Source: an optimization exercise on an open RTL-to-GDS flow (aim: small area, a short achievable clock period and few clock cycles per item). Production flows keep margins and buffers that such runs may drop.
Where RTL was checked, it was by simulation tests only, not by an equivalence proof against the original.
No activity file was given, so power comes from the tool's default toggle rates.

old:
Design SequentialMultiplier128Bit, start of the top module:
module SequentialMultiplier128Bit(
    input [127:0] a,
    input [127:0] b,
    input reset_n,
    input clk,
    output [255:0] p,
    output done
    );
Size: ~5600 cells after synthesis, ~520 I/O pins, roughly 47000 um^2 of cells after synthesis.
export LEC_CHECK = 0
export ABC_AREA = 1
export CAP_MARGIN = 20
export CORE_MARGIN = 2
export CORE_UTILIZATION = 50
export SETUP_SLACK_MARGIN = 2.7
export SLEW_MARGIN = 20
export TNS_END_PERCENT = 5
create_clock -name core_clock -period 5.5 [get_ports {clk}]
standard.sh (not shown) runs the stock make flow with config.mk's settings and CLKGATE_MAP_FILE= SYNTH_SCRIPT=/design/flow/synth_recipe.tcl, a recipe that flattens the netlist after the stock synthesis.
==> flow/flow/run.sh <==
#!/bin/bash
# Own layout flow: the standard ORFS flow (standard.sh, unchanged synthesis) with two
# layout settings changed:
#  - the port buffers that buffer_ports inserts are sky130_fd_sc_hd__buf_1 instead of the
#    delay-type buffer it picks by default (every input and output port still gets a buffer);
#  - MATCH_CELL_FOOTPRINT=0, so the timing repair may resize a cell to one of another width.
# Each tool's full output goes to standard.log here and to ORFS's own logs under orfs/logs.
set -euo pipefail
export BUFFER_PORTS_ARGS="-buffer_cell sky130_fd_sc_hd__buf_1"
bash standard.sh MATCH_CELL_FOOTPRINT=0 "BUFFER_PORTS_ARGS=-buffer_cell sky130_fd_sc_hd__buf_1" finish > standard.log 2>&1
test -s out/final.def
Input-level comparison between new and old:
diff --git a/flow/design.v b/flow/design.v
--- a/flow/design.v
+++ b/flow/design.v
@@ -3,46 +3,45 @@
     input [127:0] a,
     input [127:0] b,
     input reset_n,
     input clk,
     output [255:0] p,
     output done
     );
   reg [4:0] cnt;
   reg done_r;
   reg shen;      
-  reg [127:0] Hr;    
   reg nz;        
   reg [130:0] S, C;
   reg [127:0] pl;
   reg [7:0] Sp;
   reg [7:1] Cp;
   reg nlp;
   reg [1:0] cv;
   reg [3:0] one, two, neg;       
-  reg [3:0] negn;    
+  reg [3:0] onen, twon, negn;    
   wire ld = ~reset_n;
   reg fin;       
   wire last = fin;
   wire [3:0] nneg = ~neg;
   wire [128:0] pp0;
   assign pp0[63:0] = (({64{one[0]}} & b[63:0]) | ({64{two[0]}} & {b[62:0], 1'b0})) ^ {64{neg[0]}};
-  assign pp0[128:64] = ~(({65{one[0]}} & {1'b0, b[127:64]}) | ({65{two[0]}} & b[127:63])) ^ {65{negn[0]}};
+  assign pp0[128:64] = ~(({65{onen[0]}} | {1'b1, ~b[127:64]}) & ({65{twon[0]}} | ~b[127:63])) ^ ~{65{negn[0]}};
   wire [128:0] pp1;
   assign pp1[63:0] = (({64{one[1]}} & b[63:0]) | ({64{two[1]}} & {b[62:0], 1'b0})) ^ {64{neg[1]}};
-  assign pp1[128:64] = ~(({65{one[1]}} & {1'b0, b[127:64]}) | ({65{two[1]}} & b[127:63])) ^ {65{negn[1]}};
+  assign pp1[128:64] = ~(({65{onen[1]}} | {1'b1, ~b[127:64]}) & ({65{twon[1]}} | ~b[127:63])) ^ ~{65{negn[1]}};
   wire [128:0] pp2;
   assign pp2[63:0] = (({64{one[2]}} & b[63:0]) | ({64{two[2]}} & {b[62:0], 1'b0})) ^ {64{neg[2]}};
-  assign pp2[128:64] = ~(({65{one[2]}} & {1'b0, b[127:64]}) | ({65{two[2]}} & b[127:63])) ^ {65{negn[2]}};
+  assign pp2[128:64] = ~(({65{onen[2]}} | {1'b1, ~b[127:64]}) & ({65{twon[2]}} | ~b[127:63])) ^ ~{65{negn[2]}};
   wire [128:0] pp3;
   assign pp3[63:0] = (({64{one[3]}} & b[63:0]) | ({64{two[3]}} & {b[62:0], 1'b0})) ^ {64{neg[3]}};
-  assign pp3[128:64] = ~(({65{one[3]}} & {1'b0, b[127:64]}) | ({65{two[3]}} & b[127:63])) ^ {65{negn[3]}};
+  assign pp3[128:64] = ~(({65{onen[3]}} | {1'b1, ~b[127:64]}) & ({65{twon[3]}} | ~b[127:63])) ^ ~{65{negn[3]}};
   wire [130:0] Sg = nz ? S : {3'b0, b & {128{pl[0]}}};
   wire [130:0] Cg = nz ? C : (131'd1 << 130);
   wire hs0, hc0;
   assign hs0 = Sg[0] ^ Cg[0];
   assign hc0 = Sg[0] & Cg[0];
   wire hs1, hc1;
   assign hs1 = Cg[1] ^ neg[0];
   assign hc1 = Cg[1] & neg[0];
   wire hs2, hc2;
   assign hs2 = Cg[3] ^ neg[1];
@@ -3032,31 +3031,32 @@
       if (cnt == 5'd15) fin <= 1'b1;
       if (!last) cnt <= cnt + 5'd1;
       if (last) done_r <= 1'b1;
       if (fin) shen <= 1'b0;
     end
   end
   always @(posedge clk) begin
     one <= one_n;
     two <= two_n;
     neg <= neg_n;
+    onen <= ~one_n;
+    twon <= ~two_n;
     negn <= ~neg_n;
-    S <= Sn[138:8];
-    C <= Cn[138:8];
-    if (fin & ~done_r) Hr <= H;
-    if (ld) begin
+    S <= Sn[138:8] & {131{~fin}};
+    C <= fin ? {3'b0, H} : Cn[138:8];
+    if (ld | fin) begin
       Sp <= 8'd0;
       Cp <= 7'd0;
       nlp <= 1'b0;
       cv <= 2'd0;
     end else begin
       Sp <= Sn[7:0];
       Cp <= Cn[7:1];
       nlp <= neg[3];
       cv <= cvn;
     end
     if (ld) pl <= a;
     else if (shen) pl <= {Lb, pl[127:8]};
   end
-  assign p = {Hr, pl};
+  assign p = {C[127:0], pl};
   assign done = done_r;
 endmodule
==> comparison <==
- Where register-to-register slack is concerned, old is outperformed by new.
- | internal power summed over all cells | new vs old | better |
- The dominant combinational cell family by area after synthesis comes out XOR/XNOR gates in one run and simple AND/OR/NAND/NOR gates in the other, namely in old and new respectively.
- A type of the most critical hold path of primary input to asynchronous set/reset pin is what new shows, while register to register belongs to old.
- When new is measured against old, its setup slack turns out 19 ps higher.
- Compared new vs old, and net switching share of the total power is up in new.
- new — combinational cell fraction of total power 4.0 points lower, old as reference
- Per the final summary, new finished and its layout is clean on timing, DRC and antenna.
- p[182] as the capturing instance or port of the critical path was reported by new, and C[91] by old.
- Side by side, initial antenna violation count turned out lower in new than in old.
- Via count in new is 3438 above old.
- Data arrival time of the critical path: new higher than old
- Compared with old, new is the less power-hungry design.
- new vs. old: met3 track utilization from global routing fell 0.66 points, final area went down by 2900 um^2, post-layout minimum cycle time lost 19 ps, number of flip-flops and latches in the synthesized netlist down about 21%, area of the mapped netlist now smaller.
Testbench counts of new, summed over its fixed seeds: cycles 6,912, items 384.
No functional check of the RTL was part of old.

## what the ideal ports hide
Ports are ideal in the flow. The routed layouts listed here were re-timed in OpenROAD.
Step 1 sets driving cells, clkbuf_16 on the clock port and buf_2 on the other inputs (assumed; they add their load-dependent delay and slew).
Step 2 also shifts input and output timing later by t, the mid clock arrival at the registers, as if the neighbouring blocks saw the same clock.
Slacks: ideal ports / drivers / drivers and shift; pairs: ideal ports / drivers.
run	t, ns	setup WS [ns]	worst setup path after step 2	worst data-port slew with drivers (ns)	pins driven straight from the clock port
old	0.724	2.609 / 2.609 / 1.957	input to register	0.13	1
new	0.751	2.628 / 2.628 / 1.960	input to register	0.15	1
After both steps setup and hold are still met in every run listed. The setup slack of new, which loses most, moves by 0.000 ns with the drivers and by -0.668 ns with both steps.
